What follows belongs to an exercise in optimizing a design on an open flow for small area; a production flow would make more cautious choices.
Only simulation tests tie the RTL to the original design; equivalence was not proved.

### flow/config.mk
export PLATFORM = sky130hd
export DESIGN_NAME = cordic_vectoring_top
export DESIGN_NICKNAME = cordic_vectoring_top
export VERILOG_FILES = /design/flow/design.v
export SDC_FILE = /design/flow/constraint.sdc
export NUM_CORES = 4
export LEC_CHECK = 0
export ABC_AREA = 1
export CAP_MARGIN = 20
export CORE_MARGIN = 2
export CORE_UTILIZATION = 50
export PLACE_DENSITY = 0.65
export SLEW_MARGIN = 20
### flow/constraint.sdc
create_clock -name core_clock -period 7.0 [get_ports {clk}]
set_input_delay 1.4000 -clock core_clock [delete_from_list [all_inputs] [get_ports {clk}]]
set_output_delay 1.4000 -clock core_clock [all_outputs]
set_load 0.01 [all_outputs]
### flow/run.sh
#!/bin/bash
# synth_recipe.tcl (not shown) runs the flow's synth.tcl, then flattens the netlist and writes it again
# the make line also repeats each setting of config.mk as NAME=value (left out here)
make -C /OpenROAD-flow-scripts/flow DESIGN_CONFIG=/design/flow/config.mk WORK_HOME=/design/flow/orfs CLKGATE_MAP_FILE= SYNTH_SCRIPT=/design/flow/synth_recipe.tcl finish
### flow/design.v
`timescale 1ns / 1ps
module cordic_vectoring_top #(parameter data_width=16,cordic_steps=16,angle_width=20)(
    input clk,
    input nreset,
    input enable,
    input signed [data_width-1:0] x_vec_in,
    input signed [data_width-1:0] y_vec_in,
    output wire signed [data_width-1:0] x_vec_out,
    output [cordic_steps-1:0] micro_rotation,
    output signed [angle_width-1:0] angle,
    output done
    );
    wire sx0 = x_vec_in[15], sy0 = y_vec_in[15];
    wire [15:0] ux = x_vec_in ^ {16{sx0}};
    wire [15:0] uy = y_vec_in ^ {16{sy0}};
    wire [15:0] ax = ux + {15'd0, sx0};
    wire [15:0] x_1, y_1;
    cv_add_sk #(16) a0x (.a(ax), .b(uy), .ci(sy0), .s(x_1));
    wire [15:0] axm = ax - {15'd0, sy0};
    cv_add_sk #(16) a0y (.a(uy), .b(~axm), .ci(1'b1), .s(y_1));
    wire n_1 = y_1[15];
    wire [14:0] z_1 = y_1[14:0] ^ {15{n_1}};
    wire [1:0] q_1 = {sx0, sx0 ^ sy0};    
    wire v_1 = nreset & enable;
    wire [15:0] m_1 = 16'd1;
    reg [15:0] xr_1; reg [14:0] zr_1; reg nr_1; reg [1:0] qr_1; reg vr_1;
    always @(posedge clk) begin
        xr_1 <= x_1; zr_1 <= z_1; nr_1 <= n_1; qr_1 <= q_1;
        vr_1 <= nreset & v_1;
    end
    wire [15:0] x_2;
    wire signed [15:0] xs_2 = $signed(xr_1) >>> 1;
    wire [15:0] w_2;
    cv_add_sk #(16) ax_2 (.a(xr_1), .b({2'd0, zr_1[14:1]}), .ci(nr_1), .s(x_2));
    cv_add_sk #(16) aw_2 (.a({1'b0, zr_1}), .b(~xs_2), .ci(1'b1), .s(w_2));
    wire n_2 = nr_1 ^ w_2[15];
    wire [14:0] z_2 = w_2[14:0] ^ {15{w_2[15]}};
    wire [15:0] m_2 = 16'd1 | {14'd0, ~nr_1, 1'd0};
    wire [1:0] q_2 = qr_1;
    wire v_2 = vr_1;
    wire [15:0] x_3;
    wire signed [15:0] xs_3 = $signed(x_2) >>> 2;
    wire [15:0] w_3;
    cv_add_sk #(16) ax_3 (.a(x_2), .b({3'd0, z_2[14:2]}), .ci(n_2), .s(x_3));
    cv_add_sk #(16) aw_3 (.a({1'b0, z_2}), .b(~xs_3), .ci(1'b1), .s(w_3));
    wire n_3 = n_2 ^ w_3[15];
    wire [14:0] z_3 = w_3[14:0] ^ {15{w_3[15]}};
    wire [15:0] m_3 = m_2 | {13'd0, ~n_2, 2'd0};
    wire [1:0] q_3 = q_2;
    wire v_3 = v_2;
    wire [15:0] x_4;
    wire signed [15:0] xs_4 = $signed(x_3) >>> 3;
    wire [15:0] w_4;
    cv_add_sk #(16) ax_4 (.a(x_3), .b({4'd0, z_3[14:3]}), .ci(n_3), .s(x_4));
    cv_add_sk #(16) aw_4 (.a({1'b0, z_3}), .b(~xs_4), .ci(1'b1), .s(w_4));
    wire n_4 = n_3 ^ w_4[15];
    wire [14:0] z_4 = w_4[14:0] ^ {15{w_4[15]}};
    wire [15:0] m_4 = m_3 | {12'd0, ~n_3, 3'd0};
    wire [1:0] q_4 = q_3;
    wire v_4 = v_3;
    reg [15:0] xr_4; reg [14:0] zr_4; reg nr_4; reg [1:0] qr_4; reg vr_4;
    reg [3:1] mr_4;
    always @(posedge clk) begin
        xr_4 <= x_4; zr_4 <= z_4; nr_4 <= n_4; qr_4 <= q_4;
        mr_4 <= m_4[3:1];
        vr_4 <= nreset & v_4;
    end
    wire [15:0] x_5;
    wire signed [15:0] xs_5 = $signed(xr_4) >>> 4;
    wire [15:0] w_5;
    cv_add_sk #(16) ax_5 (.a(xr_4), .b({5'd0, zr_4[14:4]}), .ci(nr_4), .s(x_5));
    cv_add_sk #(16) aw_5 (.a({1'b0, zr_4}), .b(~xs_5), .ci(1'b1), .s(w_5));
    wire n_5 = nr_4 ^ w_5[15];
    wire [14:0] z_5 = w_5[14:0] ^ {15{w_5[15]}};
    wire [15:0] m_5 = {12'd0, mr_4, 1'b1} | {11'd0, ~nr_4, 4'd0};
    wire [1:0] q_5 = qr_4;
    wire v_5 = vr_4;
    wire [15:0] x_6;
    wire signed [15:0] xs_6 = $signed(x_5) >>> 5;
    wire [15:0] w_6;
    cv_add_sk #(16) ax_6 (.a(x_5), .b({6'd0, z_5[14:5]}), .ci(n_5), .s(x_6));
    cv_add_sk #(16) aw_6 (.a({1'b0, z_5}), .b(~xs_6), .ci(1'b1), .s(w_6));
    wire n_6 = n_5 ^ w_6[15];
    wire [14:0] z_6 = w_6[14:0] ^ {15{w_6[15]}};
    wire [15:0] m_6 = m_5 | {10'd0, ~n_5, 5'd0};
    wire [1:0] q_6 = q_5;
    wire v_6 = v_5;
    wire [15:0] x_7;
    wire signed [15:0] xs_7 = $signed(x_6) >>> 6;
    wire [15:0] w_7;
    cv_add_sk #(16) ax_7 (.a(x_6), .b({7'd0, z_6[14:6]}), .ci(n_6), .s(x_7));
    cv_add_sk #(16) aw_7 (.a({1'b0, z_6}), .b(~xs_7), .ci(1'b1), .s(w_7));
    wire n_7 = n_6 ^ w_7[15];
    wire [14:0] z_7 = w_7[14:0] ^ {15{w_7[15]}};
    wire [15:0] m_7 = m_6 | {9'd0, ~n_6, 6'd0};
    wire [1:0] q_7 = q_6;
    wire v_7 = v_6;
    reg [15:0] xr_7; reg [14:0] zr_7; reg nr_7; reg [1:0] qr_7; reg vr_7;
    reg [6:1] mr_7;
    always @(posedge clk) begin
        xr_7 <= x_7; zr_7 <= z_7; nr_7 <= n_7; qr_7 <= q_7;
        mr_7 <= m_7[6:1];
        vr_7 <= nreset & v_7;
    end
    wire [15:0] x_8;
    wire signed [15:0] xs_8 = $signed(xr_7) >>> 7;
    wire [15:0] w_8;
    cv_add_sk #(16) ax_8 (.a(xr_7), .b({8'd0, zr_7[14:7]}), .ci(nr_7), .s(x_8));
    cv_add_sk #(16) aw_8 (.a({1'b0, zr_7}), .b(~xs_8), .ci(1'b1), .s(w_8));
    wire n_8 = nr_7 ^ w_8[15];
    wire [14:0] z_8 = w_8[14:0] ^ {15{w_8[15]}};
    wire [15:0] m_8 = {9'd0, mr_7, 1'b1} | {8'd0, ~nr_7, 7'd0};
    wire [1:0] q_8 = qr_7;
    wire v_8 = vr_7;
    wire [15:0] x_9;
    wire signed [15:0] xs_9 = $signed(x_8) >>> 8;
    wire [15:0] w_9;
    cv_add_sk #(16) ax_9 (.a(x_8), .b({9'd0, z_8[14:8]}), .ci(n_8), .s(x_9));
    cv_add_sk #(16) aw_9 (.a({1'b0, z_8}), .b(~xs_9), .ci(1'b1), .s(w_9));
    wire n_9 = n_8 ^ w_9[15];
    wire [14:0] z_9 = w_9[14:0] ^ {15{w_9[15]}};
    wire [15:0] m_9 = m_8 | {7'd0, ~n_8, 8'd0};
    wire [1:0] q_9 = q_8;
    wire v_9 = v_8;
    wire [15:0] x_10;
    wire signed [15:0] xs_10 = $signed(x_9) >>> 9;
    wire [15:0] w_10;
    cv_add_sk #(16) ax_10 (.a(x_9), .b({10'd0, z_9[14:9]}), .ci(n_9), .s(x_10));
    cv_add_sk #(16) aw_10 (.a({1'b0, z_9}), .b(~xs_10), .ci(1'b1), .s(w_10));
    wire n_10 = n_9 ^ w_10[15];
    wire [14:0] z_10 = w_10[14:0] ^ {15{w_10[15]}};
    wire [15:0] m_10 = m_9 | {6'd0, ~n_9, 9'd0};
    wire [1:0] q_10 = q_9;
    wire v_10 = v_9;
    reg [15:0] xr_10; reg [14:0] zr_10; reg nr_10; reg [1:0] qr_10; reg vr_10;
    reg [9:1] mr_10;
    always @(posedge clk) begin
        xr_10 <= x_10; zr_10 <= z_10; nr_10 <= n_10; qr_10 <= q_10;
        mr_10 <= m_10[9:1];
        vr_10 <= nreset & v_10;
    end
    wire [15:0] x_11;
    wire signed [15:0] xs_11 = $signed(xr_10) >>> 10;
    wire [15:0] w_11;
    cv_add_sk #(16) ax_11 (.a(xr_10), .b({11'd0, zr_10[14:10]}), .ci(nr_10), .s(x_11));
    cv_add_sk #(16) aw_11 (.a({1'b0, zr_10}), .b(~xs_11), .ci(1'b1), .s(w_11));
    wire n_11 = nr_10 ^ w_11[15];
    wire [14:0] z_11 = w_11[14:0] ^ {15{w_11[15]}};
    wire [15:0] m_11 = {6'd0, mr_10, 1'b1} | {5'd0, ~nr_10, 10'd0};
    wire [1:0] q_11 = qr_10;
    wire v_11 = vr_10;
    wire [15:0] x_12;
    wire signed [15:0] xs_12 = $signed(x_11) >>> 11;
    wire [15:0] w_12;
    cv_add_sk #(16) ax_12 (.a(x_11), .b({12'd0, z_11[14:11]}), .ci(n_11), .s(x_12));
    cv_add_sk #(16) aw_12 (.a({1'b0, z_11}), .b(~xs_12), .ci(1'b1), .s(w_12));
    wire n_12 = n_11 ^ w_12[15];
    wire [14:0] z_12 = w_12[14:0] ^ {15{w_12[15]}};
    wire [15:0] m_12 = m_11 | {4'd0, ~n_11, 11'd0};
    wire [1:0] q_12 = q_11;
    wire v_12 = v_11;
    wire [15:0] x_13;
    wire signed [15:0] xs_13 = $signed(x_12) >>> 12;
    wire [15:0] w_13;
    cv_add_sk #(16) ax_13 (.a(x_12), .b({13'd0, z_12[14:12]}), .ci(n_12), .s(x_13));
    cv_add_sk #(16) aw_13 (.a({1'b0, z_12}), .b(~xs_13), .ci(1'b1), .s(w_13));
    wire n_13 = n_12 ^ w_13[15];
    wire [14:0] z_13 = w_13[14:0] ^ {15{w_13[15]}};
    wire [15:0] m_13 = m_12 | {3'd0, ~n_12, 12'd0};
    wire [1:0] q_13 = q_12;
    wire v_13 = v_12;
    reg [15:0] xr_13; reg [14:0] zr_13; reg nr_13; reg [1:0] qr_13; reg vr_13;
    reg [12:1] mr_13;
    always @(posedge clk) begin
        xr_13 <= x_13; zr_13 <= z_13; nr_13 <= n_13; qr_13 <= q_13;
        mr_13 <= m_13[12:1];
        vr_13 <= nreset & v_13;
    end
    wire [15:0] x_14;
    wire signed [15:0] xs_14 = $signed(xr_13) >>> 13;
    wire [15:0] w_14;
    cv_add_sk #(16) ax_14 (.a(xr_13), .b({14'd0, zr_13[14:13]}), .ci(nr_13), .s(x_14));
    cv_add_sk #(16) aw_14 (.a({1'b0, zr_13}), .b(~xs_14), .ci(1'b1), .s(w_14));
    wire n_14 = nr_13 ^ w_14[15];
    wire [14:0] z_14 = w_14[14:0] ^ {15{w_14[15]}};
    wire [15:0] m_14 = {3'd0, mr_13, 1'b1} | {2'd0, ~nr_13, 13'd0};
    wire [1:0] q_14 = qr_13;
    wire v_14 = vr_13;
    wire [15:0] x_15;
    wire signed [15:0] xs_15 = $signed(x_14) >>> 14;
    wire [15:0] w_15;
    cv_add_sk #(16) ax_15 (.a(x_14), .b({15'd0, z_14[14:14]}), .ci(n_14), .s(x_15));
    cv_add_sk #(16) aw_15 (.a({1'b0, z_14}), .b(~xs_15), .ci(1'b1), .s(w_15));
    wire n_15 = n_14 ^ w_15[15];
    wire [14:0] z_15 = w_15[14:0] ^ {15{w_15[15]}};
    wire [15:0] m_15 = m_14 | {1'd0, ~n_14, 14'd0};
    wire [1:0] q_15 = q_14;
    wire v_15 = v_14;
    wire [15:0] x_16;
    assign x_16 = x_15 + {15'd0, n_15};
    wire [15:0] m_16 = m_15 | {~n_15, 15'd0};
    wire [1:0] q_16 = q_15;
    wire v_16 = v_15;
    reg [15:0] xr_16, mr_16; reg [1:0] qr_16; reg vr_16;
    always @(posedge clk) begin xr_16 <= x_16; mr_16 <= {m_16[15:14], m_16[13:1] ^ {13{q_16[0]}}, 1'b1}; qr_16 <= q_16; vr_16 <= nreset & v_16; end
    assign micro_rotation = {mr_16[15:14], mr_16[13:1] ^ {13{qr_16[0]}}, 1'b1};
    assign done = vr_16;
    wire mt_s0 = xr_16[0] ^ xr_16[2];
    wire mt_c0 = xr_16[0] & xr_16[2];
    wire mt_s1 = xr_16[1] ^ xr_16[3] ^ ~xr_16[6];
    wire mt_c1 = (xr_16[1] & xr_16[3]) | (xr_16[1] & ~xr_16[6]) | (xr_16[3] & ~xr_16[6]);
    wire mt_s2 = xr_16[2] ^ xr_16[4] ^ ~xr_16[7];
    wire mt_c2 = (xr_16[2] & xr_16[4]) | (xr_16[2] & ~xr_16[7]) | (xr_16[4] & ~xr_16[7]);
    wire mt_s3 = xr_16[3] ^ xr_16[5] ^ ~xr_16[8];
    wire mt_c3 = (xr_16[3] & xr_16[5]) | (xr_16[3] & ~xr_16[8]) | (xr_16[5] & ~xr_16[8]);
    wire mt_s4 = xr_16[4] ^ xr_16[6] ^ ~xr_16[9];
    wire mt_c4 = (xr_16[4] & xr_16[6]) | (xr_16[4] & ~xr_16[9]) | (xr_16[6] & ~xr_16[9]);
    wire mt_s5 = xr_16[5] ^ xr_16[7] ^ ~xr_16[10];
    wire mt_c5 = (xr_16[5] & xr_16[7]) | (xr_16[5] & ~xr_16[10]) | (xr_16[7] & ~xr_16[10]);
    wire mt_s6 = xr_16[6] ^ xr_16[8] ^ ~xr_16[11];
    wire mt_c6 = (xr_16[6] & xr_16[8]) | (xr_16[6] & ~xr_16[11]) | (xr_16[8] & ~xr_16[11]);
    wire mt_s7 = xr_16[7] ^ xr_16[9] ^ ~xr_16[12];
    wire mt_c7 = (xr_16[7] & xr_16[9]) | (xr_16[7] & ~xr_16[12]) | (xr_16[9] & ~xr_16[12]);
    wire mt_s8 = xr_16[8] ^ xr_16[10] ^ ~xr_16[13];
    wire mt_c8 = (xr_16[8] & xr_16[10]) | (xr_16[8] & ~xr_16[13]) | (xr_16[10] & ~xr_16[13]);
    wire mt_s9 = xr_16[9] ^ xr_16[11] ^ ~xr_16[14];
    wire mt_c9 = (xr_16[9] & xr_16[11]) | (xr_16[9] & ~xr_16[14]) | (xr_16[11] & ~xr_16[14]);
    wire mt_s10 = xr_16[10] ^ xr_16[12] ^ ~xr_16[15];
    wire mt_c10 = (xr_16[10] & xr_16[12]) | (xr_16[10] & ~xr_16[15]) | (xr_16[12] & ~xr_16[15]);
    wire mt_s11 = ~xr_16[0] ^ ~xr_16[2];
    wire mt_c11 = ~xr_16[0] & ~xr_16[2];
    wire mt_s12 = ~xr_16[1] ^ ~xr_16[3];
    wire mt_c12 = ~xr_16[1] & ~xr_16[3];
    wire mt_s13 = ~xr_16[2] ^ ~xr_16[4];
    wire mt_c13 = ~xr_16[2] & ~xr_16[4];
    wire mt_s14 = xr_16[0] ^ ~xr_16[3] ^ ~xr_16[5];
    wire mt_c14 = (xr_16[0] & ~xr_16[3]) | (xr_16[0] & ~xr_16[5]) | (~xr_16[3] & ~xr_16[5]);
    wire mt_s15 = xr_16[1] ^ ~xr_16[4] ^ ~xr_16[6];
    wire mt_c15 = (xr_16[1] & ~xr_16[4]) | (xr_16[1] & ~xr_16[6]) | (~xr_16[4] & ~xr_16[6]);
    wire mt_s16 = mt_s0 ^ ~xr_16[5] ^ ~xr_16[7];
    wire mt_c16 = (mt_s0 & ~xr_16[5]) | (mt_s0 & ~xr_16[7]) | (~xr_16[5] & ~xr_16[7]);
    wire mt_s17 = mt_c0 ^ mt_s1 ^ ~xr_16[8];
    wire mt_c17 = (mt_c0 & mt_s1) | (mt_c0 & ~xr_16[8]) | (mt_s1 & ~xr_16[8]);
    wire mt_s18 = mt_c1 ^ mt_s2 ^ ~xr_16[9];
    wire mt_c18 = (mt_c1 & mt_s2) | (mt_c1 & ~xr_16[9]) | (mt_s2 & ~xr_16[9]);
    wire mt_s19 = mt_c2 ^ mt_s3 ^ ~xr_16[10];
    wire mt_c19 = (mt_c2 & mt_s3) | (mt_c2 & ~xr_16[10]) | (mt_s3 & ~xr_16[10]);
    wire mt_s20 = mt_c3 ^ mt_s4 ^ ~xr_16[11];
    wire mt_c20 = (mt_c3 & mt_s4) | (mt_c3 & ~xr_16[11]) | (mt_s4 & ~xr_16[11]);
    wire mt_s21 = mt_c4 ^ mt_s5 ^ ~xr_16[12];
    wire mt_c21 = (mt_c4 & mt_s5) | (mt_c4 & ~xr_16[12]) | (mt_s5 & ~xr_16[12]);
    wire mt_s22 = mt_c5 ^ mt_s6 ^ ~xr_16[13];
    wire mt_c22 = (mt_c5 & mt_s6) | (mt_c5 & ~xr_16[13]) | (mt_s6 & ~xr_16[13]);
    wire mt_s23 = mt_c6 ^ mt_s7 ^ ~xr_16[14];
    wire mt_c23 = (mt_c6 & mt_s7) | (mt_c6 & ~xr_16[14]) | (mt_s7 & ~xr_16[14]);
    wire mt_s24 = mt_c7 ^ mt_s8 ^ ~xr_16[15];
    wire mt_c24 = (mt_c7 & mt_s8) | (mt_c7 & ~xr_16[15]) | (mt_s8 & ~xr_16[15]);
    wire mt_s25 = mt_c8 ^ mt_s9 ^ 1'b1;
    wire mt_c25 = (mt_c8 & mt_s9) | (mt_c8 & 1'b1) | (mt_s9 & 1'b1);
    wire mt_s26 = mt_c9 ^ mt_s10 ^ 1'b1;
    wire mt_c26 = (mt_c9 & mt_s10) | (mt_c9 & 1'b1) | (mt_s10 & 1'b1);
    wire mt_s27 = mt_c10 ^ xr_16[11] ^ xr_16[13];
    wire mt_c27 = (mt_c10 & xr_16[11]) | (mt_c10 & xr_16[13]) | (xr_16[11] & xr_16[13]);
    wire mt_s28 = xr_16[12] ^ xr_16[14] ^ 1'b1;
    wire mt_c28 = (xr_16[12] & xr_16[14]) | (xr_16[12] & 1'b1) | (xr_16[14] & 1'b1);
    wire mt_s29 = xr_16[13] ^ xr_16[15] ^ 1'b1;
    wire mt_c29 = (xr_16[13] & xr_16[15]) | (xr_16[13] & 1'b1) | (xr_16[15] & 1'b1);
    wire mt_s30 = xr_16[14] ^ 1'b1;
    wire mt_c30 = xr_16[14] & 1'b1;
    wire mt_s31 = xr_16[15] ^ 1'b1;
    wire mt_c31 = xr_16[15] & 1'b1;
    wire [23:0] mp_a = {mt_c31, mt_c30, mt_c29, mt_c28, mt_c27, mt_c26, mt_c25, mt_c24, mt_c23, mt_c22, mt_c21, mt_c20, mt_c19, mt_c18, mt_c17, mt_c16, mt_c15, mt_c14, mt_c13, mt_c12, mt_c11, mt_s11, ~xr_16[1], ~xr_16[0]};
    wire [23:0] mp_b = {1'b1, mt_s31, mt_s30, mt_s29, mt_s28, mt_s27, mt_s26, mt_s25, mt_s24, mt_s23, mt_s22, mt_s21, mt_s20, mt_s19, mt_s18, mt_s17, mt_s16, mt_s15, mt_s14, mt_s13, mt_s12, 1'b1, 1'b0, 1'b1};
    wire [23:0] mp_r;
    cv_add_bk #(24) mp_add (.a(mp_a), .b(mp_b), .ci(1'b0), .s(mp_r));
    assign x_vec_out = mp_r[23:8];
    wire neg = qr_16[0];
    wire [13:1] mq = mr_16[13:1];
    reg [19:0] kq;
    always @* case (qr_16) 2'd0: kq = 20'hff8ff; 2'd1: kq = 20'hfb8ff; 2'd2: kq = 20'hf78ff; default: kq = 20'h038ff; endcase
    wire at_s32 = mq[2] ^ mq[3] ^ mq[4];
    wire at_c32 = (mq[2] & mq[3]) | (mq[2] & mq[4]) | (mq[3] & mq[4]);
    wire at_s33 = mq[2] ^ mq[4];
    wire at_c33 = mq[2] & mq[4];
    wire at_s34 = at_s32 ^ mq[5] ^ mq[7];
    wire at_c34 = (at_s32 & mq[5]) | (at_s32 & mq[7]) | (mq[5] & mq[7]);
    wire at_s35 = at_c32 ^ at_s33 ^ mq[6];
    wire at_c35 = (at_c32 & at_s33) | (at_c32 & mq[6]) | (at_s33 & mq[6]);
    wire at_s36 = mq[10] ^ mq[12];
    wire at_c36 = mq[10] & mq[12];
    wire at_s37 = at_c33 ^ mq[1] ^ mq[5];
    wire at_c37 = (at_c33 & mq[1]) | (at_c33 & mq[5]) | (mq[1] & mq[5]);
    wire at_s38 = mq[9] ^ mq[11] ^ 1'b1;
    wire at_c38 = (mq[9] & mq[11]) | (mq[9] & 1'b1) | (mq[11] & 1'b1);
    wire at_s39 = mq[2] ^ mq[4] ^ mq[8];
    wire at_c39 = (mq[2] & mq[4]) | (mq[2] & mq[8]) | (mq[4] & mq[8]);
    wire at_s40 = mq[10] ^ 1'b1;
    wire at_c40 = mq[10] & 1'b1;
    wire at_s41 = mq[2] ^ mq[3] ^ mq[7];
    wire at_c41 = (mq[2] & mq[3]) | (mq[2] & mq[7]) | (mq[3] & mq[7]);
    wire at_s42 = mq[9] ^ 1'b1;
    wire at_c42 = mq[9] & 1'b1;
    wire at_s43 = mq[1] ^ mq[2] ^ mq[6];
    wire at_c43 = (mq[1] & mq[2]) | (mq[1] & mq[6]) | (mq[2] & mq[6]);
    wire at_s44 = mq[8] ^ 1'b1;
    wire at_c44 = mq[8] & 1'b1;
    wire at_s45 = mq[1] ^ mq[2] ^ mq[5];
    wire at_c45 = (mq[1] & mq[2]) | (mq[1] & mq[5]) | (mq[2] & mq[5]);
    wire at_s46 = mq[7] ^ 1'b1;
    wire at_c46 = mq[7] & 1'b1;
    wire at_s47 = mq[1] ^ mq[2] ^ mq[4];
    wire at_c47 = (mq[1] & mq[2]) | (mq[1] & mq[4]) | (mq[2] & mq[4]);
    wire at_s48 = at_s34 ^ mq[11];
    wire at_c48 = at_s34 & mq[11];
    wire at_s49 = at_c34 ^ at_s35 ^ at_s36;
    wire at_c49 = (at_c34 & at_s35) | (at_c34 & at_s36) | (at_s35 & at_s36);
    wire at_s50 = at_c35 ^ at_c36 ^ at_s37;
    wire at_c50 = (at_c35 & at_c36) | (at_c35 & at_s37) | (at_c36 & at_s37);
    wire at_s51 = at_c37 ^ at_c38 ^ at_s39;
    wire at_c51 = (at_c37 & at_c38) | (at_c37 & at_s39) | (at_c38 & at_s39);
    wire at_s52 = at_c39 ^ at_c40 ^ at_s41;
    wire at_c52 = (at_c39 & at_c40) | (at_c39 & at_s41) | (at_c40 & at_s41);
    wire at_s53 = at_c41 ^ at_c42 ^ at_s43;
    wire at_c53 = (at_c41 & at_c42) | (at_c41 & at_s43) | (at_c42 & at_s43);
    wire at_s54 = at_c43 ^ at_c44 ^ at_s45;
    wire at_c54 = (at_c43 & at_c44) | (at_c43 & at_s45) | (at_c44 & at_s45);
    wire at_s55 = at_c45 ^ at_c46 ^ at_s47;
    wire at_c55 = (at_c45 & at_c46) | (at_c45 & at_s47) | (at_c46 & at_s47);
    wire at_s56 = at_c47 ^ mq[2] ^ mq[3];
    wire at_c56 = (at_c47 & mq[2]) | (at_c47 & mq[3]) | (mq[2] & mq[3]);
    wire at_s57 = at_s48 ^ mq[13];
    wire at_c57 = at_s48 & mq[13];
    wire at_s58 = at_c48 ^ at_s49 ^ 1'b1;
    wire at_c58 = (at_c48 & at_s49) | (at_c48 & 1'b1) | (at_s49 & 1'b1);
    wire at_s59 = at_c49 ^ at_s50 ^ at_s38;
    wire at_c59 = (at_c49 & at_s50) | (at_c49 & at_s38) | (at_s50 & at_s38);
    wire at_s60 = at_c50 ^ at_s51 ^ at_s40;
    wire at_c60 = (at_c50 & at_s51) | (at_c50 & at_s40) | (at_s51 & at_s40);
    wire at_s61 = at_c51 ^ at_s52 ^ at_s42;
    wire at_c61 = (at_c51 & at_s52) | (at_c51 & at_s42) | (at_s52 & at_s42);
    wire at_s62 = at_c52 ^ at_s53 ^ at_s44;
    wire at_c62 = (at_c52 & at_s53) | (at_c52 & at_s44) | (at_s53 & at_s44);
    wire at_s63 = at_c53 ^ at_s54 ^ at_s46;
    wire at_c63 = (at_c53 & at_s54) | (at_c53 & at_s46) | (at_s54 & at_s46);
    wire at_s64 = at_c54 ^ at_s55 ^ mq[6];
    wire at_c64 = (at_c54 & at_s55) | (at_c54 & mq[6]) | (at_s55 & mq[6]);
    wire at_s65 = at_c55 ^ at_s56 ^ mq[5];
    wire at_c65 = (at_c55 & at_s56) | (at_c55 & mq[5]) | (at_s56 & mq[5]);
    wire at_s66 = at_c56 ^ mq[1] ^ mq[4];
    wire at_c66 = (at_c56 & mq[1]) | (at_c56 & mq[4]) | (mq[1] & mq[4]);
    wire at_s67 = mq[3] ^ 1'b1;
    wire at_c67 = mq[3] & 1'b1;
    wire at_s68 = mq[2] ^ 1'b1;
    wire at_c68 = mq[2] & 1'b1;
    wire at_s69 = mq[1] ^ 1'b1;
    wire at_c69 = mq[1] & 1'b1;
    wire [19:0] ap_a = {kq[19], kq[18], kq[17], kq[16], kq[15], at_c69, at_c68, at_c67, at_c66, at_c65, at_c64, at_c63, at_c62, at_c61, at_c60, at_c59, at_c58, at_c57, at_s57, 1'b1};
    wire [19:0] ap_b = {1'b0, 1'b0, 1'b0, 1'b0, 1'b0, kq[14], at_s69, at_s68, at_s67, at_s66, at_s65, at_s64, at_s63, at_s62, at_s61, at_s60, at_s59, at_s58, 1'b1, 1'b0};
    wire [19:0] ap_r;
    cv_add_bk #(20) ap_add (.a(ap_a), .b(ap_b), .ci(1'b0), .s(ap_r));
    assign angle = ap_r;
endmodule
module cv_add_bk #(parameter W=16) (input [W-1:0] a, input [W-1:0] b, input ci, output [W-1:0] s);
    reg [W-1:0] p, g, pp, gg;
    integer i, j;
    always @* begin
        p = a ^ b;
        g = a & b;
        gg = g; pp = p;
        gg[0] = g[0] | (p[0] & ci);
        for (i = 1; (1 << i) <= W; i = i + 1)
            for (j = (1 << i) - 1; j < W; j = j + (1 << i)) begin
                gg[j] = gg[j] | pp[j] & gg[j - (1 << (i-1))];
                pp[j] = pp[j] & pp[j - (1 << (i-1))];
            end
        for (i = 5; i > 0; i = i - 1)
            for (j = (1 << i) + (1 << (i-1)) - 1; j < W; j = j + (1 << i)) begin
                gg[j] = gg[j] | pp[j] & gg[j - (1 << (i-1))];
                pp[j] = pp[j] & pp[j - (1 << (i-1))];
            end
    end
    assign s = p ^ {gg[W-2:0], ci};
endmodule
module cv_add_sk #(parameter W=16) (input [W-1:0] a, input [W-1:0] b, input ci, output [W-1:0] s);
    reg [W-1:0] p, g, pp, gg;
    integer i, j;
    always @* begin
        p = a ^ b;
        g = a & b;
        gg = g; pp = p;
        gg[0] = g[0] | (p[0] & ci);
        for (i = 0; (1 << i) < W; i = i + 1)
            for (j = 0; j < W; j = j + 1)
                if (j & (1 << i)) begin
                    gg[j] = gg[j] | pp[j] & gg[((j >> i) << i) - 1];
                    pp[j] = pp[j] & pp[((j >> i) << i) - 1];
                end
    end
    assign s = p ^ {gg[W-2:0], ci};
endmodule
==> results of run 1 <==
[cells in the final DEF, fill, tap and decap left out, types with 7 or more instances in the layout]
| cell type | instances |
|---|---|
| sky130_fd_sc_hd__nand2_2 | 67 |
| sky130_fd_sc_hd__o21bai_1 | 17 |
| sky130_fd_sc_hd__nand3_2 | 18 |
| sky130_fd_sc_hd__xnor2_1 | 123 |
| sky130_fd_sc_hd__nor2_1 | 113 |
| sky130_fd_sc_hd__nand2_1 | 602 |
| sky130_fd_sc_hd__clkbuf_16 | 28 |
| sky130_fd_sc_hd__a21oi_2 | 18 |
| sky130_fd_sc_hd__fa_1 | 161 |
| sky130_fd_sc_hd__fa_2 | 15 |
| sky130_fd_sc_hd__nor2_2 | 11 |
| sky130_fd_sc_hd__nand3b_1 | 25 |
| sky130_fd_sc_hd__o21ai_0 | 37 |
| sky130_fd_sc_hd__nor3_1 | 21 |
| sky130_fd_sc_hd__buf_4 | 123 |
| sky130_fd_sc_hd__or2_2 | 18 |
| sky130_fd_sc_hd__xnor2_2 | 7 |
| sky130_fd_sc_hd__nand3_1 | 172 |
| sky130_fd_sc_hd__inv_2 | 14 |
| sky130_fd_sc_hd__ha_1 | 351 |
| sky130_fd_sc_hd__inv_1 | 568 |
| sky130_fd_sc_hd__ha_4 | 10 |
| sky130_fd_sc_hd__nand4_1 | 26 |
| sky130_fd_sc_hd__a21o_1 | 28 |
| sky130_fd_sc_hd__nand2_4 | 22 |
| sky130_fd_sc_hd__xor2_1 | 321 |
| sky130_fd_sc_hd__dfxtp_2 | 13 |
| sky130_fd_sc_hd__a21oi_1 | 119 |
| sky130_fd_sc_hd__a211oi_1 | 8 |
| sky130_fd_sc_hd__dfxtp_1 | 226 |
| sky130_fd_sc_hd__clkdlybuf4s50_1 | 85 |
| sky130_fd_sc_hd__xor2_2 | 28 |
[layout make-up]
cell class	instances	area share, %
Clock buffer	34	2.48
Clock inverter	17	0.684
Inverter	585	7.18
Multi-Input combinational cell	2420	65.0
Sequential cell	239	15.6
Tap cell	680	2.77
Timing Repair Buffer	217	6.24
[kinds of logic (layout without fill, tap and decap cells)]
| logic type | after synthesis | after routing |
|---|---|---|
| other | 1 | 2 |
| buffers and inverters | 616 | 853 |
| and+or+nand+nor | 1119 | 1122 |
| adders and majority gates | 539 | 539 |
| DFF | 239 | 239 |
| AOI/OAI and AO/OA | 274 | 274 |
| xor gates and xnor gates | 483 | 483 |
[layer usage]
layer,global-route usage (%),vias up
met5,0,-
met4,4.60,0
met3,1.85,84
met2,41.4,248
met1,25.2,9821
li1,-,10700
[path summary, 6_finish.rpt]
check	from	end	slack, ns	cells past startpoint
max reg2reg	zr_1[0]	xr_4[7]	0.27	53
max	zr_1[0]	xr_4[7]	0.27	53
min reg2reg	qr_7[1]	qr_10[1]	0.32	0
min	qr_7[1]	qr_10[1]	0.32	0
[metrics by stage]
stage	hold slack, ns	setup slack (ns)	util [%]
final	0.320	0.269	59.6
after global placement	0.312	-0.0830	54.6
after global routing	0.330	-0.136	59.6
after floorplan	0.310	0.0845	-
after CTS	0.323	-0.00752	57.0
after detailed placement	0.313	-0.278	54.6
[flip-flops by register name (all words and copies together), names as in the netlist, 16 cells and up]
register	flops
xr_10	16
xr_13	16
xr_16	16
xr_1	16
xr_4	16
xr_7	16
[worst reg2reg max path, delay by kind of cell (launching register included)]
| kind | cells | cell delay (ns) |
|---|---|---|
| AND/OR/NAND/NOR | 25 | 2.10 |
| adder cells (fa/ha/maj) | 6 | 1.75 |
| buffers and inverters | 15 | 1.34 |
| AO/OA/AOI/OAI | 4 | 0.76 |
| XOR/XNOR | 3 | 0.41 |
| flip-flops | 1 | 0.30 |
[cell usage after synthesis (all sizes together) (5+ instances only)]
library cell	number
nand4	28
nand2	692
xnor2	130
o21ai	46
o211ai	5
xor2	353
fa	176
a21oi	138
dfxtp	239
inv	585
nor3	23
a21o	28
a211oi	14
or2	21
a21boi	9
o21bai	18
nor2	130
ha	363
nand3	194
buf	27
nand3b	25
[timing repair]
| item | in CTS | in global routing |
|---|---|---|
| pin swaps | 10 | 81 |
| gates cloned | 2 | 1 |
| setup endpoints to repair | 60 | 108 |
| resized for setup | 25 | 233 |
| setup buffers | 15 | 52 |
==> impl_summary.txt, run 1 <==
----------------------------------------------------
[Drt]
  Detailed-route via count ... 20.9k
  Post-Route M1 WL ... 24700 µm
  Iteration count of the initial detailed-routing pass ... 5
  Amount of wire on met2 after detailed routing ... 31000 µm
  Number of vias per cell after detailed routing ... 4.97
  Wire length per cell after detailed routing ... 13.9 µm
  Highest routed metal layer ... met4
  Number of routed nets with antenna violations ... 0
  Routed length on met3 ... 1450 µm
  DRT iter0 DRCs ... 843
  Overall routed net length ... 58200 µm
  Count of unresolved DRC violations after routing ... 0

[Logic synthesis]
  Cell types with the largest area share after synthesis ... sky130_fd_sc_hd__dfxtp_1 18%, sky130_fd_sc_hd__ha_1 17%, sky130_fd_sc_hd__fa_1 13%
  Portion of synthesized cell area occupied by the leading cell type ... 18.3%
  Main combinational cell family by area after synthesis ... adder cells
  Fraction of synthesized area in multiplexers ... 0%
  Cell count after synthesis ... 3271
  Arithmetic-cell share of the synthesized area counting full adders, half adders and majority gates ... 30.9%
  Compound-Gate Fraction of Synth Area ... 6.28%
  Area of the mapped netlist ... 26100 µm²
  Mapped Avg Cell Area ... 7.99 µm²
  Number of flops mapped to enable cells by yosys ... 0
  Part of the Yosys area used for sequential elements ... 18.3%
  Unique masters post-synth ... 56
  Post-Synth XOR/XNOR Area ... 16.5%
  Flip-flop and latch count after synthesis ... 239
  Share of flip-flops with an asynchronous set or reset ... 0%
  Post-synth top area cell ... sky130_fd_sc_hd__dfxtp_1
  Warnings from Yosys ... 4
  Predominant post-synthesis flop cell ... sky130_fd_sc_hd__dfxtp_1
  Simple logic cell fraction of the synthesized area ... 18.8%

[CTS]
  Clock tree from TritonCTS ... built
  Worst-case clock buffer depth ... 3
  Total clock buffers created by CTS ... 28
  Insertion delay of the later-clocked pin in the worst-skew pair ... 0.61 ns
  Clock tree root buffer cell ... sky130_fd_sc_hd__clkbuf_16
  CTS clk-pin slew, worst paths ... 0.06 ns
  CTS Hold Bufs ... 0
  Number of sinks handled by clock tree synthesis ... 239
  CTS H-tree depth ... 1

[Floorplanning]
  Row Count ... 83
  Core Box Area ... 51500 µm²
  Die Wd ... 233 µm
  Total I/O pin count ... 88
  Die Area ... 54100 µm²
  Effective utilization at floorplan ... 50.7%
  Die height ... 233 µm

[Final layout]
  Final instance area ... 30700 µm²
  Count of filler cells inserted in the layout ... 4509
  Flip-flop and latch area ... 4800 µm²
  Net total in the final layout ... 4065
  Area taken by multi-input logic gates ... 20000 µm²
  Post-route insts no fill ... 4192
  Layout overhead on the synthesized area ... 17.6%
  Fraction of final layout cells with drive strength greater than 1 ... 13.5%
  ANT cells ... 0

[Critical path]
  Endpoint type of the worst setup path ... flop
  Crit start category ... flop
  Top cell by count, worst path ... sky130_fd_sc_hd__buf_4
  Slowest cell on crit path ... sky130_fd_sc_hd__fa_1
  Cell family with the largest share of critical-path delay ... simple AND/OR/NAND/NOR gates
  Worst Setup Path Type ... flop to flop
  Largest driver fanout on the critical path ... 8
  Required time at the endpoint of the critical path ... 7.53 ns
  Signal arrival time at the worst endpoint ... 7.27 ns
  CP peak stage delay ... 0.38 ns
  Buffers and inverters on the worst path ... 15

[Hold path]
  Classification of the worst-slack hold path ... flop to flop

[Place]
  Placement Cell Area ... 28100 µm²
  Placed cell count ... 4071
  Number of input and output port buffers inserted ... 85
  GPL Wtd Cong ... 0.856
  Detailed Place HPWL ... 47800 µm

[Timing]
  Summed negative setup slack over all endpoints ... 0 ns
  Maximum clock skew at final layout ... 0.0538 ns
  Final-report hold violation count ... 0
  Minimum clock period after layout ... 6.73 ns
  Measured slew at the worst slew-check pin ... 0.750 ns
  Setup-violating endpoint count in the final report ... 0
  Maximum clock frequency ... 149 MHz
  Tightest slew margin relative to the limit ... 50.0%
  Crit share post-route ... 96.2%
  Final slew viol count ... 0

[GRT]
  Initial antenna violation count ... 0
  Via count of the first global-routing pass ... 21.1k
  Total track usage ... 21.3%
  Global-route wire length before repair ... 96500 µm
  Total overflow reported by the global router ... 0
  Maximum number of pins on one net before global-route repair ... 19

[Flow run]
  # Max-Cap Violations ... 0

[Run status]
  Outcome ... no timing/DRC/antenna violations

----------------------------------------------------
==> run 2, diff against run 1 <==
--- a/flow/design.v
+++ b/flow/design.v
@@ -33,3 +33,3 @@
     wire [15:0] w_2;
-    cv_add_sk #(16) ax_2 (.a(xr_1), .b({2'd0, zr_1[14:1]}), .ci(nr_1), .s(x_2));
+    cv_add_bk #(16) ax_2 (.a(xr_1), .b({2'd0, zr_1[14:1]}), .ci(nr_1), .s(x_2));
     cv_add_sk #(16) aw_2 (.a({1'b0, zr_1}), .b(~xs_2), .ci(1'b1), .s(w_2));
@@ -43,3 +43,3 @@
     wire [15:0] w_3;
-    cv_add_sk #(16) ax_3 (.a(x_2), .b({3'd0, z_2[14:2]}), .ci(n_2), .s(x_3));
+    cv_add_bk #(16) ax_3 (.a(x_2), .b({3'd0, z_2[14:2]}), .ci(n_2), .s(x_3));
     cv_add_sk #(16) aw_3 (.a({1'b0, z_2}), .b(~xs_3), .ci(1'b1), .s(w_3));
@@ -53,3 +53,3 @@
     wire [15:0] w_4;
-    cv_add_sk #(16) ax_4 (.a(x_3), .b({4'd0, z_3[14:3]}), .ci(n_3), .s(x_4));
+    cv_add_bk #(16) ax_4 (.a(x_3), .b({4'd0, z_3[14:3]}), .ci(n_3), .s(x_4));
     cv_add_sk #(16) aw_4 (.a({1'b0, z_3}), .b(~xs_4), .ci(1'b1), .s(w_4));
@@ -70,3 +70,3 @@
     wire [15:0] w_5;
-    cv_add_sk #(16) ax_5 (.a(xr_4), .b({5'd0, zr_4[14:4]}), .ci(nr_4), .s(x_5));
+    cv_add_bk #(16) ax_5 (.a(xr_4), .b({5'd0, zr_4[14:4]}), .ci(nr_4), .s(x_5));
     cv_add_sk #(16) aw_5 (.a({1'b0, zr_4}), .b(~xs_5), .ci(1'b1), .s(w_5));
@@ -80,3 +80,3 @@
     wire [15:0] w_6;
-    cv_add_sk #(16) ax_6 (.a(x_5), .b({6'd0, z_5[14:5]}), .ci(n_5), .s(x_6));
+    cv_add_bk #(16) ax_6 (.a(x_5), .b({6'd0, z_5[14:5]}), .ci(n_5), .s(x_6));
     cv_add_sk #(16) aw_6 (.a({1'b0, z_5}), .b(~xs_6), .ci(1'b1), .s(w_6));
@@ -90,3 +90,3 @@
     wire [15:0] w_7;
-    cv_add_sk #(16) ax_7 (.a(x_6), .b({7'd0, z_6[14:6]}), .ci(n_6), .s(x_7));
+    cv_add_bk #(16) ax_7 (.a(x_6), .b({7'd0, z_6[14:6]}), .ci(n_6), .s(x_7));
     cv_add_sk #(16) aw_7 (.a({1'b0, z_6}), .b(~xs_7), .ci(1'b1), .s(w_7));
@@ -107,3 +107,3 @@
     wire [15:0] w_8;
-    cv_add_sk #(16) ax_8 (.a(xr_7), .b({8'd0, zr_7[14:7]}), .ci(nr_7), .s(x_8));
+    cv_add_bk #(16) ax_8 (.a(xr_7), .b({8'd0, zr_7[14:7]}), .ci(nr_7), .s(x_8));
     cv_add_sk #(16) aw_8 (.a({1'b0, zr_7}), .b(~xs_8), .ci(1'b1), .s(w_8));
@@ -117,3 +117,3 @@
     wire [15:0] w_9;
-    cv_add_sk #(16) ax_9 (.a(x_8), .b({9'd0, z_8[14:8]}), .ci(n_8), .s(x_9));
+    cv_add_bk #(16) ax_9 (.a(x_8), .b({9'd0, z_8[14:8]}), .ci(n_8), .s(x_9));
     cv_add_sk #(16) aw_9 (.a({1'b0, z_8}), .b(~xs_9), .ci(1'b1), .s(w_9));
@@ -127,3 +127,3 @@
     wire [15:0] w_10;
-    cv_add_sk #(16) ax_10 (.a(x_9), .b({10'd0, z_9[14:9]}), .ci(n_9), .s(x_10));
+    cv_add_bk #(16) ax_10 (.a(x_9), .b({10'd0, z_9[14:9]}), .ci(n_9), .s(x_10));
     cv_add_sk #(16) aw_10 (.a({1'b0, z_9}), .b(~xs_10), .ci(1'b1), .s(w_10));
@@ -144,3 +144,3 @@
     wire [15:0] w_11;
-    cv_add_sk #(16) ax_11 (.a(xr_10), .b({11'd0, zr_10[14:10]}), .ci(nr_10), .s(x_11));
+    cv_add_bk #(16) ax_11 (.a(xr_10), .b({11'd0, zr_10[14:10]}), .ci(nr_10), .s(x_11));
     cv_add_sk #(16) aw_11 (.a({1'b0, zr_10}), .b(~xs_11), .ci(1'b1), .s(w_11));
@@ -154,3 +154,3 @@
     wire [15:0] w_12;
-    cv_add_sk #(16) ax_12 (.a(x_11), .b({12'd0, z_11[14:11]}), .ci(n_11), .s(x_12));
+    cv_add_bk #(16) ax_12 (.a(x_11), .b({12'd0, z_11[14:11]}), .ci(n_11), .s(x_12));
     cv_add_sk #(16) aw_12 (.a({1'b0, z_11}), .b(~xs_12), .ci(1'b1), .s(w_12));
@@ -164,3 +164,3 @@
     wire [15:0] w_13;
-    cv_add_sk #(16) ax_13 (.a(x_12), .b({13'd0, z_12[14:12]}), .ci(n_12), .s(x_13));
+    cv_add_bk #(16) ax_13 (.a(x_12), .b({13'd0, z_12[14:12]}), .ci(n_12), .s(x_13));
     cv_add_sk #(16) aw_13 (.a({1'b0, z_12}), .b(~xs_13), .ci(1'b1), .s(w_13));
@@ -181,3 +181,3 @@
     wire [15:0] w_14;
-    cv_add_sk #(16) ax_14 (.a(xr_13), .b({14'd0, zr_13[14:13]}), .ci(nr_13), .s(x_14));
+    cv_add_bk #(16) ax_14 (.a(xr_13), .b({14'd0, zr_13[14:13]}), .ci(nr_13), .s(x_14));
     cv_add_sk #(16) aw_14 (.a({1'b0, zr_13}), .b(~xs_14), .ci(1'b1), .s(w_14));
@@ -191,3 +191,3 @@
     wire [15:0] w_15;
-    cv_add_sk #(16) ax_15 (.a(x_14), .b({15'd0, z_14[14:14]}), .ci(n_14), .s(x_15));
+    cv_add_bk #(16) ax_15 (.a(x_14), .b({15'd0, z_14[14:14]}), .ci(n_14), .s(x_15));
     cv_add_sk #(16) aw_15 (.a({1'b0, z_14}), .b(~xs_15), .ci(1'b1), .s(w_15));
@@ -274,3 +274,3 @@
     wire [23:0] mp_r;
-    cv_add_bk #(24) mp_add (.a(mp_a), .b(mp_b), .ci(1'b0), .s(mp_r));
+    cv_add_ks #(24) mp_add (.a(mp_a), .b(mp_b), .ci(1'b0), .s(mp_r));
     assign x_vec_out = mp_r[23:8];
@@ -359,3 +359,3 @@
     wire [19:0] ap_r;
-    cv_add_bk #(20) ap_add (.a(ap_a), .b(ap_b), .ci(1'b0), .s(ap_r));
+    cv_add_ks #(20) ap_add (.a(ap_a), .b(ap_b), .ci(1'b0), .s(ap_r));
     assign angle = ap_r;
@@ -380,2 +380,18 @@
             end
+    end
+    assign s = p ^ {gg[W-2:0], ci};
+endmodule
+module cv_add_ks #(parameter W=16) (input [W-1:0] a, input [W-1:0] b, input ci, output [W-1:0] s);
+    reg [W-1:0] p, g, pp, gg;
+    integer i, j;
+    always @* begin
+        p = a ^ b;
+        g = a & b;
+        gg = g; pp = p;
+        gg[0] = g[0] | (p[0] & ci);
+        for (i = 0; (1 << i) < W; i = i + 1)
+            for (j = W - 1; j >= (1 << i); j = j - 1) begin
+                gg[j] = gg[j] | pp[j] & gg[j - (1 << i)];
+                pp[j] = pp[j] & pp[j - (1 << i)];
+            end
     end
--- a/flow/config.mk
+++ b/flow/config.mk
@@ -8,6 +8,6 @@
 export ABC_AREA = 1
-export CAP_MARGIN = 20
+export CAP_MARGIN = 0
 export CORE_MARGIN = 2
-export CORE_UTILIZATION = 50
-export PLACE_DENSITY = 0.65
-export SLEW_MARGIN = 20
+export CORE_UTILIZATION = 60
+export PLACE_DENSITY = 0.75
+export SLEW_MARGIN = 0
==> run 2 against run 1 <==
Synthesized area decreased by 1.0%. Cell count decreased by 7.2%. Sequential share of layout area increased by 0.30 points. Synthesized cell count decreased by 5.1%. Highest routed layer unchanged. Critical endpoint is now zr_10[5]. Still clean.
==> impl_summary.txt, run 2 <==
----------------------------------------------------
[Logic synthesis]
  Most frequently used cell type in the post-synthesis netlist ... sky130_fd_sc_hd__inv_1
  Predominant post-synthesis flop cell ... sky130_fd_sc_hd__dfxtp_1
  Cell count after synthesis ... 3104 (-5.1%)
  Flip-flop and latch count after synthesis ... 239 (unchanged)
  Unique masters post-synth ... 58 (+3.6%)
  Mapped Avg Cell Area ... 8.33 µm² (+4.3%)
  Warnings from Yosys ... 5 (+1)
  Post-synth top area cell ... sky130_fd_sc_hd__ha_1
  Cell types with the largest area share after synthesis ... sky130_fd_sc_hd__ha_1 20%, sky130_fd_sc_hd__dfxtp_1 19%, sky130_fd_sc_hd__fa_1 14%
  Area of the mapped netlist ... 25900 µm² (-1.0%)
  Number of flops mapped to enable cells by yosys ... 0 (unchanged)
  Portion of synthesized cell area occupied by the leading cell type ... 19.6% (+1.3 points)
  Most numerous cell types in the synthesized netlist ... 580 x sky130_fd_sc_hd__inv_1, 524 x sky130_fd_sc_hd__nand2_1, 406 x sky130_fd_sc_hd__ha_1
  Part of the Yosys area used for sequential elements ... 18.5% (+0.19 points)
  Share of flip-flops with an asynchronous set or reset ... 0% (unchanged)

[Place]
  GPL Wtd Cong ... 0.905 (+5.7%)
  Detailed Place HPWL ... 46800 µm (-2.1%)
  Placement Cell Area ... 27800 µm² (-1.1%)
  Number of input and output port buffers inserted ... 85 (unchanged)

[Critical path]
  Slowest cell on crit path ... sky130_fd_sc_hd__fa_1
  First element of the critical path ... zr_7[0]
  Top cell by count, worst path ... sky130_fd_sc_hd__inv_1
  Crit start category ... flop
  Worst Setup Path Type ... flop to flop
  Required time at the endpoint of the critical path ... 7.44 ns (-0.09 ns)
  Launching point of the worst reg2reg path ... zr_7[0]
  Length in cells of the worst reg-to-reg path ... 42 (-21%)
  Largest driver fanout on the critical path ... 12 (+4)
  Worst setup path endpoint ... zr_10[5]
  Worst reg2reg path endpoint ... zr_10[5]
  Endpoint type of the worst setup path ... flop
  R2R Setup Slk ... 0.25 ns (-0.02 ns)
  CP peak stage delay ... 0.53 ns (+0.15 ns)
  Signal arrival time at the worst endpoint ... 7.19 ns (-0.08 ns)

[Final layout]
  Most used cells in the layout excluding fill and tap cells ... 570 x sky130_fd_sc_hd__inv_1, 485 x sky130_fd_sc_hd__nand2_1, 390 x sky130_fd_sc_hd__ha_1
  Util after Layout ... 70.4% (+11 points)
  Fraction of final layout cells with drive strength greater than 1 ... 12.6% (-0.86 points)
  Most common library cell in the layout ignoring fill and taps ... sky130_fd_sc_hd__inv_1
  Net total in the final layout ... 3943 (-3.0%)
  Final instance area ... 30100 µm² (-1.9%)
  ANT cells ... 0 (unchanged)
  Layout overhead on the synthesized area ... 16.5%

[CTS]
  Insertion delay of the later-clocked pin in the worst-skew pair ... 0.59 ns (-0.02 ns)
  CTS H-tree depth ... 1 (unchanged)
  Total clock buffers created by CTS ... 28 (unchanged)
  CTS clk-pin slew, worst paths ... 0.07 ns (about the same)
  Clock tree from TritonCTS ... built
  Worst-case clock buffer depth ... 3 (unchanged)
  Clock tree root buffer cell ... sky130_fd_sc_hd__clkbuf_16
  Number of sinks handled by clock tree synthesis ... 239 (unchanged)

[Timing]
  Unrepaired setup endpoints after global routing ... yes
  Tightest slew margin relative to the limit ... 42.0% (-8.0 points)
  Minimum clock period after layout ... 6.75 ns (+0.0162 ns)
  Maximum clock frequency ... 148 MHz (-0.24%)
  Maximum clock skew at final layout ... 0.0388 ns (-0.0150 ns)
  Crit share post-route ... 96.4% (+0.23 points)
  Measured slew at the worst slew-check pin ... 0.869 ns (+0.120 ns)
  Final-report hold violation count ... 0 (unchanged)
  Setup-violating endpoint count in the final report ... 0 (unchanged)
  Final slew viol count ... 0 (unchanged)

[Floorplanning]
  Core Box Area ... 42800 µm² (-17%)
  Die Area ... 44800 µm² (-17%)
  Row Count ... 76 (-8.4%)
  Die height ... 212 µm (-9.0%)
  Die Wd ... 212 µm (-9.0%)
  Effective utilization at floorplan ... 60.4% (+9.7 points)
  Total I/O pin count ... 88 (unchanged)

[Drt]
  Number of vias per cell after detailed routing ... 5.20 (+4.5%)
  Iteration count of the initial detailed-routing pass ... 5 (unchanged)
  Count of unresolved DRC violations after routing ... 0 (unchanged)
  DRT iter0 DRCs ... 743 (-12%)
  Detailed-route via count ... 20.2k (-3.0%)
  Overall routed net length ... 57800 µm (-0.65%)
  Number of routed nets with antenna violations ... 0 (unchanged)
  Wire length per cell after detailed routing ... 14.9 µm (+7.0%)

[GRT]
  Via count of the first global-routing pass ... 21.2k (+0.63%)
  Maximum number of pins on one net before global-route repair ... 19 (unchanged)
  Global-route wire length before repair ... 94300 µm (-2.2%)
  Initial antenna violation count ... 0 (unchanged)
  Total overflow reported by the global router ... 0 (unchanged)
  Total track usage ... 25.5% (+4.2 points)

[Run status]
  Outcome ... no timing/DRC/antenna violations

[Hold path]
  Classification of the worst-slack hold path ... flop to flop

[Flow run]
  # Max-Cap Violations ... 0 (unchanged)

----------------------------------------------------
-- run 2: cell types whose count changed after synthesis, sizes merged, moves of 22 or more --
cell | before | now
xor2 | 353 | 387
ha | 363 | 406
nand3 | 194 | 127
nor2 | 130 | 103
nand3b | 25 | 3
nand2 | 692 | 538
-- run 2: worst min-delay path by stage --
stage,cells past startpoint,endpoint,startpoint,slack (ns)
floorplan,0,mr_10[1],mr_7[1],0.31
global placement,0,mr_13[7],mr_10[7],0.31
detailed placement,0,mr_10[5],mr_7[5],0.31
CTS,0,qr_10[0],qr_7[0],0.29
global route,0,qr_10[0],qr_7[0],0.31
finish,0,qr_10[0],qr_7[0],0.30
-- run 2: logic make-up after synthesis --
logic type      Yosys count  synth area share, %
compound gates          294                 6.63
mux                       2               0.0774
fa+ha+maj               583                 33.3
flops                   239                 18.5
other cells               1               0.0145
buf+inv                 607                 9.10
simple gates            842                 13.9
xor+xnor                536                 18.5
-- run 2: what timing repair did --
action                                  CTS  global route
endpoints found under the setup margin   62           111
gates cloned                              0             1
hold buffers                              0             0
setup buffers                             0            52
pin swaps                                 1            70
resized for setup                        19           203
-- run 2: critical path, delay by kind of cell, from the launching register on --
family,cells,cell delay [ns]
adders and majority gates,8,2.39
and+or+nand+nor,15,1.32
AOI/OAI and AO/OA,7,1.27
buffers and inverters,9,0.76
xor gates and xnor gates,3,0.56
DFF,1,0.31
-- run 2: layer usage --
| layer | wire length (µm) | global-route usage [%] | vias to the layer above |
|---|---|---|---|
| li1 | - | - | 10200 |
| met1 | 23100 | 28.3 | 9610 |
| met2 | 31100 | 50.2 | 312 |
| met3 | 1650 | 2.67 | 127 |
| met4 | 1910 | 8.45 | 0 |
| met5 | 0 | 0 | - |
-- run 2: metrics by stage --
stage	instances	setup WS [ns]	hold WS, ns	TNS, ns
after floorplan	3105	0.0148	0.310	0
after global placement	3788	0.169	0.311	0
after detailed placement	3788	-0.167	0.312	-1.92
after CTS	3839	-0.0364	0.295	-0.0364
after global routing	3892	-0.214	0.308	-6.89
final	3892	0.253	0.304	0
-- run 2: area by class of cell --
class	instances	area, µm²
clock buffers	34	783
multi-input cells	2259	19500
flip-flops and latches	239	4800
repair buffers	213	1920
inverters	584	2200
clock inverters	17	210
well taps	546	683
fillers	3207	12700
==> run 3, diff against run 2 <==
--- a/flow/config.mk
+++ b/flow/config.mk
@@ -8,6 +8,6 @@
 export ABC_AREA = 1
-export CAP_MARGIN = 0
+export CAP_MARGIN = 20
 export CORE_MARGIN = 2
-export CORE_UTILIZATION = 60
-export PLACE_DENSITY = 0.75
-export SLEW_MARGIN = 0
+export CORE_UTILIZATION = 40
+export PLACE_DENSITY = 0.5
+export SLEW_MARGIN = 20
==> run 3 against run 2 <==
Critical endpoint is now angle[12]. Worst setup slack better by 0.13 ns. Fmax is 1.9% higher. Cell count is 9.0% higher. Final area is 2.1% higher. Non-clock buffer count is 41 higher. Worst hold slack better by 0.0022 ns. Critical path depth is 23 lower. Synthesized cell count stayed put. Clock skew is 0.0065 ns lower. Still clean. Global-route usage is 8.3 points lower.
==> impl_summary.txt, run 3 <==
----------------------------------------------------
[Drt]
  Count of unresolved DRC violations after routing ... 0 (unchanged)
  Overall routed net length ... 57400 µm (-0.64%)
  Wire length per cell after detailed routing ... 13.5 µm (-8.8%)
  DRT iter0 DRCs ... 617 (-17%)
  Iteration count of the initial detailed-routing pass ... 5 (unchanged)
  Detailed-route via count ... 19.7k (-2.8%)
  Number of routed nets with antenna violations ... 0 (unchanged)
  Number of vias per cell after detailed routing ... 4.64 (-11%)

[Timing]
  Maximum clock frequency ... 151 MHz (+1.9%)
  Final-report hold violation count ... 0 (unchanged)
  Crit share post-route ... 94.6% (-1.8 points)
  Unrepaired setup endpoints after global routing ... yes
  Maximum clock skew at final layout ... 0.0323 ns (-0.00650 ns)
  Setup-violating endpoint count in the final report ... 0 (unchanged)
  Tightest slew margin relative to the limit ... 45.0% (+3.0 points)
  Final slew viol count ... 0 (unchanged)
  Measured slew at the worst slew-check pin ... 0.817 ns (-0.0519 ns)
  Minimum clock period after layout ... 6.62 ns (-0.125 ns)

[Final layout]
  Most common library cell in the layout ignoring fill and taps ... sky130_fd_sc_hd__inv_1
  Fraction of final layout cells with drive strength greater than 1 ... 12.8% (+0.14 points)
  Area taken by multi-input logic gates ... 19500 µm² (-0.27%)
  ANT cells ... 0 (unchanged)
  Most used cells in the layout excluding fill and tap cells ... 572 x sky130_fd_sc_hd__inv_1, 488 x sky130_fd_sc_hd__nand2_1, 397 x sky130_fd_sc_hd__ha_1
  Final instance area ... 30800 µm² (+2.1%)
  Count of filler cells inserted in the layout ... 6274 (+96%)
  Flip-flop and latch area ... 4790 µm² (-0.13%)
  Layout overhead on the synthesized area ... 18.9%
  Net total in the final layout ... 3984 (+1.0%)

[Floorplanning]
  Total I/O pin count ... 88 (unchanged)
  Die Area ... 66700 µm² (+49%)
  Die Wd ... 258 µm (+22%)
  Row Count ... 93 (+22%)
  Effective utilization at floorplan ... 40.3% (-20 points)
  Core Box Area ... 64200 µm² (+50%)
  Die height ... 258 µm (+22%)

[Critical path]
  Slowest cell on crit path ... sky130_fd_sc_hd__clkdlybuf4s50_1
  Largest driver fanout on the critical path ... 6 (-6)
  Cell family with the largest share of critical-path delay ... adder cells
  Buffers and inverters on the worst path ... 4 (-5)
  Required time at the endpoint of the critical path ... 5.60 ns (-1.84 ns)
  Signal arrival time at the worst endpoint ... 5.22 ns (-1.97 ns)
  Top cell by count, worst path ... sky130_fd_sc_hd__fa_1
  Worst Setup Path Type ... flop to output port
  CP peak stage delay ... 0.57 ns (+0.04 ns)
  Endpoint type of the worst setup path ... output port
  Critical path, cell by cell ... fa_1 -> fa_1 -> inv_1 -> fa_1 -> fa_1 -> inv_1 -> ha_1 -> a21oi_1 -> nand2_1 -> nand2_1 -> nand2_1 -> a21oi_2 -> o21ai_0 -> buf_4 -> a21oi_1 -> o21ai_2 -> a21oi_2 -> xnor2_1 -> clkdlybuf4s50_1
  Crit start category ... flop

[CTS]
  Clock tree root buffer cell ... sky130_fd_sc_hd__clkbuf_16
  Total clock buffers created by CTS ... 28 (unchanged)
  CTS H-tree depth ... 1 (unchanged)
  CTS Hold Bufs ... 0 (unchanged)
  Clock tree from TritonCTS ... built
  Number of sinks handled by clock tree synthesis ... 239 (unchanged)
  Insertion delay of the later-clocked pin in the worst-skew pair ... 0.59 ns (about the same)
  CTS clk-pin slew, worst paths ... 0.06 ns (about the same)
  Worst-case clock buffer depth ... 3 (unchanged)

[Hold path]
  Classification of the worst-slack hold path ... flop to flop

[Flow run]
  # Max-Cap Violations ... 0 (unchanged)

[Logic synthesis]
  Warnings from Yosys ... 5 (unchanged)
  Post-synth top area cell ... sky130_fd_sc_hd__ha_1
  Cell types with the largest area share after synthesis ... sky130_fd_sc_hd__ha_1 20%, sky130_fd_sc_hd__dfxtp_1 19%, sky130_fd_sc_hd__fa_1 14%
  Number of flops mapped to enable cells by yosys ... 0 (unchanged)
  Part of the Yosys area used for sequential elements ... 18.5% (unchanged)
  Most frequently used cell type in the post-synthesis netlist ... sky130_fd_sc_hd__inv_1
  Predominant post-synthesis flop cell ... sky130_fd_sc_hd__dfxtp_1
  Most numerous cell types in the synthesized netlist ... 580 x sky130_fd_sc_hd__inv_1, 524 x sky130_fd_sc_hd__nand2_1, 406 x sky130_fd_sc_hd__ha_1
  Unique masters post-synth ... 58 (unchanged)
  Area of the mapped netlist ... 25900 µm² (unchanged)
  Cell count after synthesis ... 3104 (unchanged)
  Flip-flop and latch count after synthesis ... 239 (unchanged)
  Mapped Avg Cell Area ... 8.33 µm² (unchanged)
  Portion of synthesized cell area occupied by the leading cell type ... 19.6% (unchanged)
  Share of flip-flops with an asynchronous set or reset ... 0% (unchanged)

[GRT]
  Global-route wire length before repair ... 95000 µm (+0.74%)
  Via count of the first global-routing pass ... 20.2k (-4.6%)
  Total overflow reported by the global router ... 0 (unchanged)
  Initial antenna violation count ... 0 (unchanged)
  Maximum number of pins on one net before global-route repair ... 19 (unchanged)
  Total track usage ... 17.2% (-8.3 points)

[Place]
  Placement Cell Area ... 28700 µm² (+3.0%)
  Detailed Place HPWL ... 49800 µm (+6.3%)
  Number of input and output port buffers inserted ... 85 (unchanged)
  GPL Wtd Cong ... 0.854 (-5.6%)

[Run status]
  Outcome ... no timing/DRC/antenna violations

----------------------------------------------------
[run 3: cell counts after synthesis]
Identical to the previous run, type by type.
[run 3: path summary, 6_finish.rpt]
path / start / endpoint / slack [ns] / cells past startpoint
min reg2reg: mr_10[4] / mr_13[4] / 0.31 / 0
max: mr_16[4] / angle[12] / 0.38 / 19
max reg2reg: nr_1 / xr_4[15] / 0.43 / 42
min: mr_10[4] / mr_13[4] / 0.31 / 0
[run 3: cell type report]
class	instances	share of cell area, %
sequential	239	15.6
clock inverter	10	0.533
clock buffer	41	2.66
tap	855	3.48
inverter	584	7.13
multi-input combinational	2259	63.3
timing repair buffer	254	7.28
[run 3: worst register-to-register path: cells and delay by family (launching register included)]
family | cells | cell delay [ns]
AND/OR/NAND/NOR | 19 | 1.59
adder cells (fa/ha/maj) | 7 | 2.33
buffers and inverters | 5 | 0.34
XOR/XNOR | 1 | 0.12
flip-flops | 1 | 0.33
AO/OA/AOI/OAI | 10 | 1.74
[run 3: metrics by stage]
| step | hold WS (ns) | utilization [%] | setup slack (ns) | std cells | setup TNS, ns |
|---|---|---|---|---|---|
| floorplan | 0.310 | - | 0.0148 | 3105 | 0 |
| global placement | 0.311 | 44.7 | -0.179 | 4157 | -2.18 |
| detailed placement | 0.312 | 44.7 | -0.224 | 4157 | -5.55 |
| CTS | 0.296 | 46.3 | 0.000527 | 4209 | 0 |
| global route | 0.316 | 47.9 | -0.0976 | 4242 | -0.858 |
| finish | 0.307 | 47.9 | 0.378 | 4242 | 0 |
[run 3: kinds of logic (layout without fill, tap and decap cells)]
kind of cell | count (synthesis) | count (layout) | synth area share (%)
simple gates | 842 | 842 | 13.9
buf+inv | 607 | 889 | 9.10
fa+ha+maj | 583 | 583 | 33.3
xor+xnor | 536 | 536 | 18.5
compound gates | 294 | 294 | 6.63
flops | 239 | 239 | 18.5
mux | 2 | 2 | 0.0774
other cells | 1 | 2 | 0.0145
[run 3: timing repair]
item | in CTS | in global routing
cloned | 0 | 2
endpoints found under the setup margin | 56 | 108
setup buffers | 1 | 31
pin swaps | 1 | 51
gates resized for setup | 17 | 178
[run 3: per-layer routing]
| metal | share of wire [%] | up-vias | global-route usage [%] |
|---|---|---|---|
| li1 | - | 10200 | - |
| met5 | 0 | - | 0 |
| met1 | 45 | 9248 | 21.1 |
| met4 | 1.7 | 0 | 3.82 |
| met2 | 52 | 129 | 32.3 |
| met3 | 1.9 | 58 | 1.68 |

## separate check: timing with driven ports
The flow's constraints put no driver on any port. The routed layouts listed below were extracted and timed again, unchanged, in two steps. Step 1 (the two cells are an assumption about what drives the block):
set clk [get_ports {clk}]
set_driving_cell -lib_cell sky130_fd_sc_hd__clkbuf_16 $clk
set_driving_cell -lib_cell sky130_fd_sc_hd__buf_2 [delete_from_list [all_inputs] $clk]
Step 2 adds t to the input delays and takes it off the output delays; t is the mean of the earliest and latest rising clock arrival at the registers after step 1. Input paths then give back, and output paths get back, about the clock's delay inside the block. Three values: ideal ports, drivers, drivers and shift; two values: the first two.
run	t, ns	slack for setup (ns)	worst setup path at the end	worst register clock-pin slew, ns	worst data-port slew with drivers (ns)
run 1	0.639	0.269 / 0.220 / 0.269	register to register	0.07 / 0.07	0.04
run 2	0.628	0.253 / 0.253 / 0.253	register to register	0.07 / 0.07	0.05
run 3	0.633	0.378 / 0.315 / 0.435	register to register	0.07 / 0.07	0.05
After both steps setup and hold are still met in every run listed.
